From an optimization exercise on the open Yosys and OpenROAD flow, aimed at a short achievable clock period and few clock cycles; shortcuts taken in it are not production practice. At most, simulation tests tie the RTL to the original design; equivalence was not proved. The clock port is modelled as an ideal driver; clocking choices that lean on that would not hold on a real chip. Power figures rest on the tool's default switching activity, not on a simulated workload.

Setup of job 101:
==> flow/design.v (excerpt) <==
module ARMLEG (
	input CLOCK,
	input RESET,
	output [63:0] imem_addr,
	input [31:0] imem_data,
	output [63:0] dmem_addr,
	output [63:0] dmem_wdata,
	output dmem_we,
	output dmem_re,
	input [63:0] dmem_rdata
);
Size: roughly 11,000 cells after synthesis, ~290 I/O pins, about 0.14 mm² of cells after synthesis.
clock: 8.0 ns
lec_check: 0
cap_margin: 20
core_margin: 2
core_utilization: 30
gpl_timing_driven: 1
setup_slack_margin: 5
slew_margin: 20
synth_hierarchical: 1
run.sh (not shown) runs the stock make flow with config.mk's settings and CLKGATE_MAP_FILE= SYNTH_SCRIPT=/design/flow/synth_recipe.tcl, a recipe that flattens the netlist after the stock synthesis.
--- input diff job 101..job 102 ---
diff --git a/flow/design.v b/flow/design.v
--- a/flow/design.v
+++ b/flow/design.v
@@ -148,22 +148,39 @@
 	input orr,
 	output z
 );
 	wire [63:0] p = a ^ b;
 	wire [63:0] g = (a | b) & {64{~sub}};
 	wire [63:0] bad_as = {p[63:1] ^ g[62:0], p[0]};
 	wire [63:0] bad = ({64{add}} & bad_as) | ({64{and_}} & (a & b)) | ({64{orr}} & (a | b));
 	wire nz;
 	SignExtend t (.v(bad), .nz(nz));
 	assign z = (add | and_ | orr) & ~nz;
 endmodule
+module ForwardingUnitALUMuxA (
+	input s0, input [63:0] d0,
+	input s1, input [63:0] d1,
+	input s2, input [63:0] d2,
+	output [63:0] y
+);
+	wire [63:0] n0, n1, n2;
+	genvar i;
+	generate
+		for (i = 0; i < 64; i = i + 1) begin : b
+			AndI c0 (s0, d0[i], n0[i]);
+			AndI c1 (s1, d1[i], n1[i]);
+			AndI c2 (s2, d2[i], n2[i]);
+			Nand3 o (n0[i], n1[i], n2[i], y[i]);
+		end
+	endgenerate
+endmodule
 module MEMWB (
 	input CLOCK,
 	input [63:0] d,
 	output reg [63:0] q
 );
 	always @(posedge CLOCK)
 		q <= d;
 endmodule
 module ProgramCounter (
 	input [9:0] a,
 	input [9:0] b,
@@ -246,22 +263,25 @@
 	assign gn = ~(g1 | (p1 & g0));
 endmodule
 module GenN (input gn1, input pn1, input gn0, output g);
 	assign g = ~(gn1 & (pn1 | gn0));
 endmodule
 module AndI (input a1, input a0, output yn);
 	assign yn = ~(a1 & a0);
 endmodule
 module AndN (input an1, input an0, output y);
 	assign y = ~(an1 | an0);
 endmodule
+module Nand3 (input a, input b, input c, output y);
+	assign y = ~(a & b & c);
+endmodule
 module SignExtend (
 	input [63:0] v,
 	output nz
 );
 	wire [31:0] l1;
 	wire [15:0] l2;
 	wire [7:0] l3;
 	wire [3:0] l4;
 	wire [1:0] l5;
 	genvar i;
 	generate
@@ -307,42 +327,44 @@
 	reg [8:0] d_imm;
 	reg [9:0] d_tgt;
 	reg d_zok;
 	reg x_isLD, x_isST, x_add, x_and, x_orr, x_sub, x_wr;
 	reg [4:0] x_rd;
 	reg [63:0] x_a, x_bi, x_addr;     
 	reg w_wr, w2_wr;
 	reg [4:0] w_rd, w2_rd;
 	reg [63:0] w_res, w2_res;
 	reg w_z;
 	wire [63:0] w_data;    
+	reg [30:0] w_we;       
 	reg [63:0] rf [0:30];
 	reg [30:0] zf;
 	wire [63:0] x_sum, x_sumn;
 	Adder alu_add (.a(x_a), .b(x_bi), .cin(x_sub), .sum(x_sum), .sumn(x_sumn));
 	wire [63:0] x_andv = x_a & x_bi;
 	wire [63:0] x_orv = x_a | x_bi;
 	wire [63:0] x_out = ({64{x_isLD}} & dmem_rdata) | ({64{x_and}} & x_andv) |
 	                    ({64{x_orr}} & x_orv) | ({64{x_add}} & x_sum);
 	wire x_zalu, rdata_nz;
 	ALUControl zt_alu (.a(x_a), .b(x_bi), .cin(x_sub), .add(x_add), .and_(x_and), .orr(x_orr), .z(x_zalu));
 	SignExtend zt_ld (.v(dmem_rdata), .nz(rdata_nz));
 	wire x_ldz = ~rdata_nz;
 	wire x_z = x_zalu | (x_isLD & x_ldz);
 	assign dmem_addr = x_addr;
 	assign dmem_wdata = x_bi;    
 	assign dmem_we = x_isST;
 	assign dmem_re = x_isLD;
 	MEMWB w_copy (.CLOCK(CLOCK), .d(x_out), .q(w_data));
-	wire [63:0] va = ({64{d_wa}} & w_res) | ({64{d_w2a}} & w2_res) | ({64{d_ra}} & d_vn);
-	wire [63:0] vb = ({64{d_wb}} & w_res) | ({64{d_w2b}} & w2_res) | ({64{d_rb}} & d_vb);
+	wire [63:0] va, vb;
+	ForwardingUnitALUMuxA mux_a (.s0(d_wa), .d0(w_res), .s1(d_w2a), .d1(w2_res), .s2(d_ra), .d2(d_vn), .y(va));
+	ForwardingUnitALUMuxA mux_b (.s0(d_wb), .d0(w_res), .s1(d_w2b), .d1(w2_res), .s2(d_rb), .d2(d_vb), .y(vb));
 	wire [63:0] sub64 = {64{d_sub}};
 	wire [63:0] opa = ({64{d_xa_add}} & x_sum) | ({64{d_xa_and}} & x_andv) |
 	                  ({64{d_xa_orr}} & x_orv) | ({64{d_xa_ld}} & dmem_rdata) | ({64{~d_xa}} & va);
 	wire [63:0] opbi_early = ({64{d_xb_and}} & (x_andv ^ sub64)) | ({64{d_xb_orr}} & (x_orv ^ sub64)) |
 	                         ({64{d_xb_ld}} & (dmem_rdata ^ sub64)) | ({64{~d_xb}} & (vb ^ sub64));
 	wire [63:0] opbi = opbi_early | ({64{d_xb_addp}} & x_sum) | ({64{d_xb_addn}} & x_sumn);
 	wire [63:0] addr;
 	ALU agu (.base(va), .imm(d_imm), .addr(addr));
 	wire d_zv;
 	DataMemoryMUX zt_d (.a(d_vn), .b(d_vb), .add(d_add), .sub(d_sub), .and_(d_and), .orr(d_orr), .z(d_zv));
 	assign imem_addr = {52'b0, pc, 2'b00};
@@ -442,17 +464,20 @@
 		x_rd <= d_rd;
 		x_a <= opa;
 		x_bi <= opbi;
 		x_addr <= addr;
 		w_wr <= ~RESET & x_wr;
 		w_rd <= x_rd;
 		w_res <= x_out;
 		w_z <= x_z;
 		w2_wr <= ~RESET & w_wr;
 		w2_rd <= w_rd;
 		w2_res <= w_res;
-		if (w_wr) begin
-			rf[w_rd] <= w_data;
-			zf[w_rd] <= w_z;
-		end
+		for (i = 0; i < 31; i = i + 1)
+			w_we[i] <= ~RESET & x_wr & (x_rd == i);
+		for (i = 0; i < 31; i = i + 1)
+			if (w_we[i]) begin
+				rf[i] <= w_data;
+				zf[i] <= w_z;
+			end
 	end
 endmodule
Findings:
- met3 layer usage reported by global route in job 102 is 1.4 points lower than in job 101
- Job 102: switching power total about 1% above job 101
- Combinational logic power in job 102 is 4.2% above job 101.
- Lower smallest setup slack after layout was reported by job 101, not job 102.
- Re post-cts repair resize count: job 101 was lower than job 102.
Function was not checked in any run of this note: the RTL went through the layout flow alone.


Another version of the RTL of ARMLEG (not shown whole).
For scale: ~15000 cells after synthesis, ~290 I/O pins.
Settings: LEC_CHECK=0, CAP_MARGIN=20, CORE_MARGIN=2, CORE_UTILIZATION=30, GPL_TIMING_DRIVEN=1, SETUP_SLACK_MARGIN=5, SLEW_MARGIN=20, SYNTH_HIERARCHICAL=1; clock period 8.0 ns.
standard.sh (not shown) runs the stock make flow with config.mk's settings and CLKGATE_MAP_FILE= SYNTH_SCRIPT=/design/flow/synth_recipe.tcl, a recipe that flattens the netlist after the stock synthesis.
==> flow/flow/run.sh <==
#!/bin/bash
# Layout flow: the standard synthesis, unchanged, then the standard ORFS
# steps with these settings changed:
#  - ports are buffered with a plain buffer (by default the port buffering
#    picks a delay cell, which the footprint-bound sizing then mostly keeps);
#  - the resizer may swap a cell for one of the same function with another
#    footprint;
#  - CTS ends with a second timing repair pass (flow/extra_repair.tcl).
# Each step's output is kept in a log of its own here.
set -euo pipefail
bash standard.sh synth > synth.log 2>&1
bash standard.sh "BUFFER_PORTS_ARGS=-buffer_cell sky130_fd_sc_hd__buf_6" MATCH_CELL_FOOTPRINT=0 \
	"POST_CTS_TCL=$PWD/flow/extra_repair.tcl" finish > layout.log 2>&1
==> flow/flow/extra_repair.tcl <==
# A second timing repair pass at the end of CTS (the first one, ORFS's own,
# often stops with paths it could still improve), then legalize again.
estimate_parasitics -placement
repair_timing_helper
set result [catch { detailed_placement } msg]
if { $result != 0 } {
  error "Detailed placement failed after the extra repair: $msg"
}
check_placement -verbose
estimate_parasitics -placement
report_worst_slack -max
The baseline completed with no timing, DRC or antenna violations.
==> next run, changes <==
--- a/flow/design.v
+++ b/flow/design.v
@@ -175,59 +175,83 @@
 	SignExtend t_orr (.v(g), .nz(nz_orr));
 	assign z = (add & ~nz_add) | (sub & ~nz_sub) | (and_ & ~nz_and) | (orr & ~nz_orr);
 endmodule
 module EXMEM (
 	input CLOCK,
 	input d,
 	output reg q
 );
 	always @(posedge CLOCK)
 		q <= d;
 endmodule
+module ForwardingUnit (
+	input a,
+	output [3:0] y
+);
+	wire an;
+	Inv c0 (a, an);
+	genvar i;
+	generate
+		for (i = 0; i < 4; i = i + 1) begin : t
+			Inv c (an, y[i]);
+		end
+	endgenerate
+endmodule
 module ForwardingUnitALUMuxA (
 	input s0, input [63:0] d0,
 	input s1, input [63:0] d1,
 	input s2, input [63:0] d2,
 	output [63:0] y
 );
+	wire [3:0] c0, c1, c2;
+	ForwardingUnit t0 (.a(s0), .y(c0));
+	ForwardingUnit t1 (.a(s1), .y(c1));
+	ForwardingUnit t2 (.a(s2), .y(c2));
 	wire [63:0] n0, n1, n2;
 	genvar i;
 	generate
 		for (i = 0; i < 64; i = i + 1) begin : b
-			AndI c0 (s0, d0[i], n0[i]);
-			AndI c1 (s1, d1[i], n1[i]);
-			AndI c2 (s2, d2[i], n2[i]);
+			AndI g0 (c0[i/16], d0[i], n0[i]);
+			AndI g1 (c1[i/16], d1[i], n1[i]);
+			AndI g2 (c2[i/16], d2[i], n2[i]);
 			Nand3 o (n0[i], n1[i], n2[i], y[i]);
 		end
 	endgenerate
 endmodule
 module ForwardingUnitALUMuxB (
 	input e0s, input [63:0] e0,
 	input e1s, input [63:0] e1,
 	input e2s, input [63:0] e2,
 	input e3s, input [63:0] e3,
 	input l0s, input [63:0] l0,
 	input l1s, input [63:0] l1,
 	output [63:0] y
 );
+	wire [3:0] ce0, ce1, ce2, ce3, cl0, cl1;
+	ForwardingUnit t0 (.a(e0s), .y(ce0));
+	ForwardingUnit t1 (.a(e1s), .y(ce1));
+	ForwardingUnit t2 (.a(e2s), .y(ce2));
+	ForwardingUnit t3 (.a(e3s), .y(ce3));
+	ForwardingUnit t4 (.a(l0s), .y(cl0));
+	ForwardingUnit t5 (.a(l1s), .y(cl1));
 	genvar i;
 	generate
 		for (i = 0; i < 64; i = i + 1) begin : b
 			wire n0, n1, n2, n3, en, m0, m1;
-			AndI c0 (e0s, e0[i], n0);
-			AndI c1 (e1s, e1[i], n1);
-			AndI c2 (e2s, e2[i], n2);
-			AndI c3 (e3s, e3[i], n3);
+			AndI c0 (ce0[i/16], e0[i], n0);
+			AndI c1 (ce1[i/16], e1[i], n1);
+			AndI c2 (ce2[i/16], e2[i], n2);
+			AndI c3 (ce3[i/16], e3[i], n3);
 			And4 ce (n0, n1, n2, n3, en);      
-			AndI d0 (l0s, l0[i], m0);
-			AndI d1 (l1s, l1[i], m1);
+			AndI d0 (cl0[i/16], l0[i], m0);
+			AndI d1 (cl1[i/16], l1[i], m1);
 			Nand3 o (en, m0, m1, y[i]);
 		end
 	endgenerate
 endmodule
 module HazardDetectionUnit (
 	input [4:0] a,
 	input [4:0] b,
 	output eq
 );
 	wire [4:0] x;
 	genvar i;
@@ -473,23 +497,25 @@
 	SignExtend zt_ld (.v(dmem_rdata), .nz(rdata_nz));
 	wire x_ldz = ~rdata_nz;
 	wire x_z = x_zalu | (x_isLD & x_ldz);
 	assign dmem_addr = x_addr;
 	assign dmem_wdata = x_wd;
 	assign dmem_we = x_we;
 	assign dmem_re = x_re;
 	MEMWB w_copy (.CLOCK(CLOCK), .d(x_out2), .q(w_data));
 	wire [63:0] va, vb;
 	ForwardingUnitALUMuxA mux_a (.s0(d_wa), .d0(w_res), .s1(d_w2a), .d1(w2_res), .s2(d_ra), .d2(d_vn), .y(va));
 	ForwardingUnitALUMuxA mux_b (.s0(d_wb), .d0(w_res), .s1(d_w2b), .d1(w2_res), .s2(d_rb), .d2(d_vb), .y(vb));
-	wire [63:0] sub64 = {64{d_sub}};
+	wire [3:0] sub4;
+	ForwardingUnit t_sub (.a(d_sub), .y(sub4));
+	wire [63:0] sub64 = {{16{sub4[3]}}, {16{sub4[2]}}, {16{sub4[1]}}, {16{sub4[0]}}};
 	wire [63:0] opa, opbi;
 	ForwardingUnitALUMuxB mux_opa (.e0s(d_xa_and), .e0(x_andv), .e1s(d_xa_orr), .e1(x_orv), .e2s(d_xa_ld), .e2(dmem_rdata),
 		.e3s(~d_xa), .e3(va), .l0s(d_xa_add), .l0(x_sum), .l1s(1'b0), .l1(64'b0), .y(opa));
 	ForwardingUnitALUMuxB mux_opb (.e0s(d_xb_and), .e0(x_andv ^ sub64), .e1s(d_xb_orr), .e1(x_orv ^ sub64),
 		.e2s(d_xb_ld), .e2(dmem_rdata ^ sub64), .e3s(~d_xb), .e3(vb ^ sub64),
 		.l0s(d_xb_addp), .l0(x_sum), .l1s(d_xb_addn), .l1(x_sumn), .y(opbi));
 	MEMWB wd_copy (.CLOCK(CLOCK), .d(opbi), .q(x_wd));    
 	wire [63:0] addr, addr_w, addr_w2, addr_rf;
 	ALU agu_w (.base(w_res), .imm(d_imm), .addr(addr_w));
 	ALU agu_w2 (.base(w2_res), .imm(d_imm), .addr(addr_w2));
 	ALU agu_rf (.base(d_vn), .imm(d_imm), .addr(addr_rf));
Effect: Sequential share of layout area is higher by 0.18 points; first-iteration DRC count rose by 0.58%; setup slack loses 0.022 ns; wire length increases by 0.89%; design area is lower by 0.77%; sequential power barely changes; synthesized area rose by 0.41%; die area came out higher by 0.40%; global-route usage went up by 0.18 points; power is higher by 0.36%; register-to-register slack barely changes; fmax is lower by 0.70%; final cell count fell by 0.95%; via count barely changes.
No run of this note included a check of the RTL's function; only the layout flow was run.


## the previous run
ARMLEG, a different RTL version from the one above (not shown whole).
Size: ~290 I/O pins, ~140000 um^2 of cells after synthesis.
==> module RegisterModule, before the edit <==
module RegisterModule (
	input [31*64-1:0] regs,
	input [4:0] sel,
	output [63:0] q
);
	wire [31:0] line_lo, line_hi;
	RegisterMux dec_lo (.sel(sel), .line(line_lo));
	RegisterMux dec_hi (.sel(sel), .line(line_hi));
	genvar i, j;
	generate
		for (j = 0; j < 64; j = j + 1) begin : b
			wire [31:0] n;       
			for (i = 0; i < 31; i = i + 1) begin : r
				AndI c (j < 32 ? line_lo[i] : line_hi[i], regs[i*64 + j], n[i]);
			end
			assign n[31] = 1'b1;
			wire [7:0] o;        
			for (i = 0; i < 8; i = i + 1) begin : g4
				Nand4 c (n[4*i], n[4*i+1], n[4*i+2], n[4*i+3], o[i]);
			end
			wire [3:0] p;        
			for (i = 0; i < 4; i = i + 1) begin : g8
				Nor2 c (o[2*i], o[2*i+1], p[i]);
			end
			Nand4 out (p[0], p[1], p[2], p[3], q[j]);
		end
	endgenerate
endmodule
==> module RegisterMux, before the edit <==
module RegisterMux (
	input [4:0] sel,
	output [31:0] line
);
	genvar i;
	generate
		for (i = 0; i < 32; i = i + 1) begin : l
			assign line[i] = sel == i;
		end
	endgenerate
endmodule
==> module Nand4, before the edit <==
module Nand4 (input a, input b, input c, input d, output y);
	assign y = ~(a & b & c & d);
endmodule
export LEC_CHECK = 0
export CAP_MARGIN = 20
export CORE_MARGIN = 2
export CORE_UTILIZATION = 30
export GPL_TIMING_DRIVEN = 1
export SETUP_SLACK_MARGIN = 5
export SLEW_MARGIN = 20
export SYNTH_HIERARCHICAL = 1
create_clock -name core_clock -period 8.0 [get_ports {CLOCK}]
==> flow/flow/run.sh <==
#!/bin/bash
# Layout flow: the standard synthesis, unchanged, then the standard ORFS
# steps with these settings changed:
#  - ports are buffered with a plain buffer (by default the port buffering
#    picks a delay cell, which the footprint-bound sizing then mostly keeps);
#  - the resizer may swap a cell for one of the same function with another
#    footprint;
#  - timing repair does not clone gates (its clones kept a small drive
#    strength on critical paths);
#  - CTS ends with a second timing repair pass (flow/extra_repair.tcl).
# Each step's output is kept in a log of its own here.
set -euo pipefail
bash standard.sh synth > synth.log 2>&1
bash standard.sh "BUFFER_PORTS_ARGS=-buffer_cell sky130_fd_sc_hd__buf_6" MATCH_CELL_FOOTPRINT=0 \
	SKIP_GATE_CLONING=1 "POST_CTS_TCL=$PWD/flow/extra_repair.tcl" finish > layout.log 2>&1
Scripts as last shown in full above: flow/flow/extra_repair.tcl
The previous run finished all stages; the layout is clean.
diff inputs: the previous run => the current run
--- a/flow/design.v
+++ b/flow/design.v
@@ -307,39 +307,25 @@
 	input [4:0] sel,
 	output [63:0] q
 );
-	wire [31:0] line_lo, line_hi;
-	RegisterMux dec_lo (.sel(sel), .line(line_lo));
-	RegisterMux dec_hi (.sel(sel), .line(line_hi));
-	genvar i, j;
+	wire [63:0] e [0:31];
+	genvar i;
 	generate
-		for (j = 0; j < 64; j = j + 1) begin : b
-			wire [31:0] n;       
-			for (i = 0; i < 31; i = i + 1) begin : r
-				AndI c (j < 32 ? line_lo[i] : line_hi[i], regs[i*64 + j], n[i]);
-			end
-			assign n[31] = 1'b1;
-			wire [7:0] o;        
-			for (i = 0; i < 8; i = i + 1) begin : g4
-				Nand4 c (n[4*i], n[4*i+1], n[4*i+2], n[4*i+3], o[i]);
-			end
-			wire [3:0] p;        
-			for (i = 0; i < 4; i = i + 1) begin : g8
-				Nor2 c (o[2*i], o[2*i+1], p[i]);
-			end
-			Nand4 out (p[0], p[1], p[2], p[3], q[j]);
+		for (i = 0; i < 31; i = i + 1) begin : ent
+			assign e[i] = regs[i*64 +: 64];
 		end
 	endgenerate
-endmodule
-module RegisterMux (
-	input [4:0] sel,
-	output [31:0] line
-);
-	genvar i;
+	assign e[31] = 64'b0;
+	wire [63:0] m1 [0:7];
+	wire [63:0] m2 [0:1];
 	generate
-		for (i = 0; i < 32; i = i + 1) begin : l
-			assign line[i] = sel == i;
+		for (i = 0; i < 8; i = i + 1) begin : l1
+			assign m1[i] = sel[1] ? (sel[0] ? e[4*i+3] : e[4*i+2]) : (sel[0] ? e[4*i+1] : e[4*i]);
+		end
+		for (i = 0; i < 2; i = i + 1) begin : l2
+			assign m2[i] = sel[3] ? (sel[2] ? m1[4*i+3] : m1[4*i+2]) : (sel[2] ? m1[4*i+1] : m1[4*i]);
 		end
 	endgenerate
+	assign q = sel[4] ? m2[1] : m2[0];
 endmodule
 module PreI (input g1, input p1, input g0, input p0, output gn, output pn);
 	assign gn = ~(g1 | (p1 & g0));
@@ -379,9 +365,6 @@
 module Nor2 (input a, input b, output y);
 	assign y = ~(a | b);
 endmodule
-module Nand4 (input a, input b, input c, input d, output y);
-	assign y = ~(a & b & c & d);
-endmodule
 module SignExtend (
 	input [63:0] v,
 	output nz
--- outcome ---
- Looking at via count of the routed design, the current run sits below the previous run.
- The current run vs. the previous run: overall routed net length moved up; initial cell density of the core level; minimum setup slack in the final design moved up.
- For the current run, the capturing instance or port of the critical path was dmem_addr[43], unlike the previous run, where it was dmem_addr[34].
- Summary: with the previous run as the reference, leakage power figure in the current run moved up by a little under 10%.
Testbench counts of the current run, summed over its fixed seeds: cycles 121,605.
Only the layout flow was run in the previous run; the RTL was not checked for function there.

static timing again, ports no longer ideal:
Ports are ideal in the flow. The routed layouts listed here were re-timed in OpenROAD. Step 1 (the two cells are an assumption about what drives the block):
set clk [get_ports {CLOCK}]
set_driving_cell -lib_cell sky130_fd_sc_hd__clkbuf_16 $clk
set_driving_cell -lib_cell sky130_fd_sc_hd__buf_2 [delete_from_list [all_inputs] $clk]
Step 2, shift: input delay + t, output delay - t, t = (earliest + latest rising clock arrival at the registers) / 2. This alone moves slack from input paths to output paths. Three values: ideal ports, drivers, drivers and shift; two values: the first two.
run | t, ns | setup WS [ns] | worst hold slack (ns)
job 101 | 1.028 | 4.626 / 4.626 / 3.636 | 0.356 / 0.356 / 0.356
job 102 | 1.008 | 4.771 / 4.729 / 3.812 | 0.353 / 0.353 / 0.353
the first run of note 2 | 1.099 | 4.846 / 4.738 / 3.816 | 0.342 / 0.342 / 0.342
the second run of note 2 | 1.069 | 4.824 / 4.723 / 3.919 | 0.354 / 0.354 / 0.354
the previous run | 1.032 | 4.809 / 4.705 / 3.906 | 0.356 / 0.356 / 0.356
the current run | 1.070 | 4.840 / 4.738 / 3.869 | 0.351 / 0.351 / 0.351
After both steps every run listed still meets setup and hold. The setup slack of the first run of note 2, which loses most, moves by -0.108 ns with the drivers and by -1.030 ns with both steps.
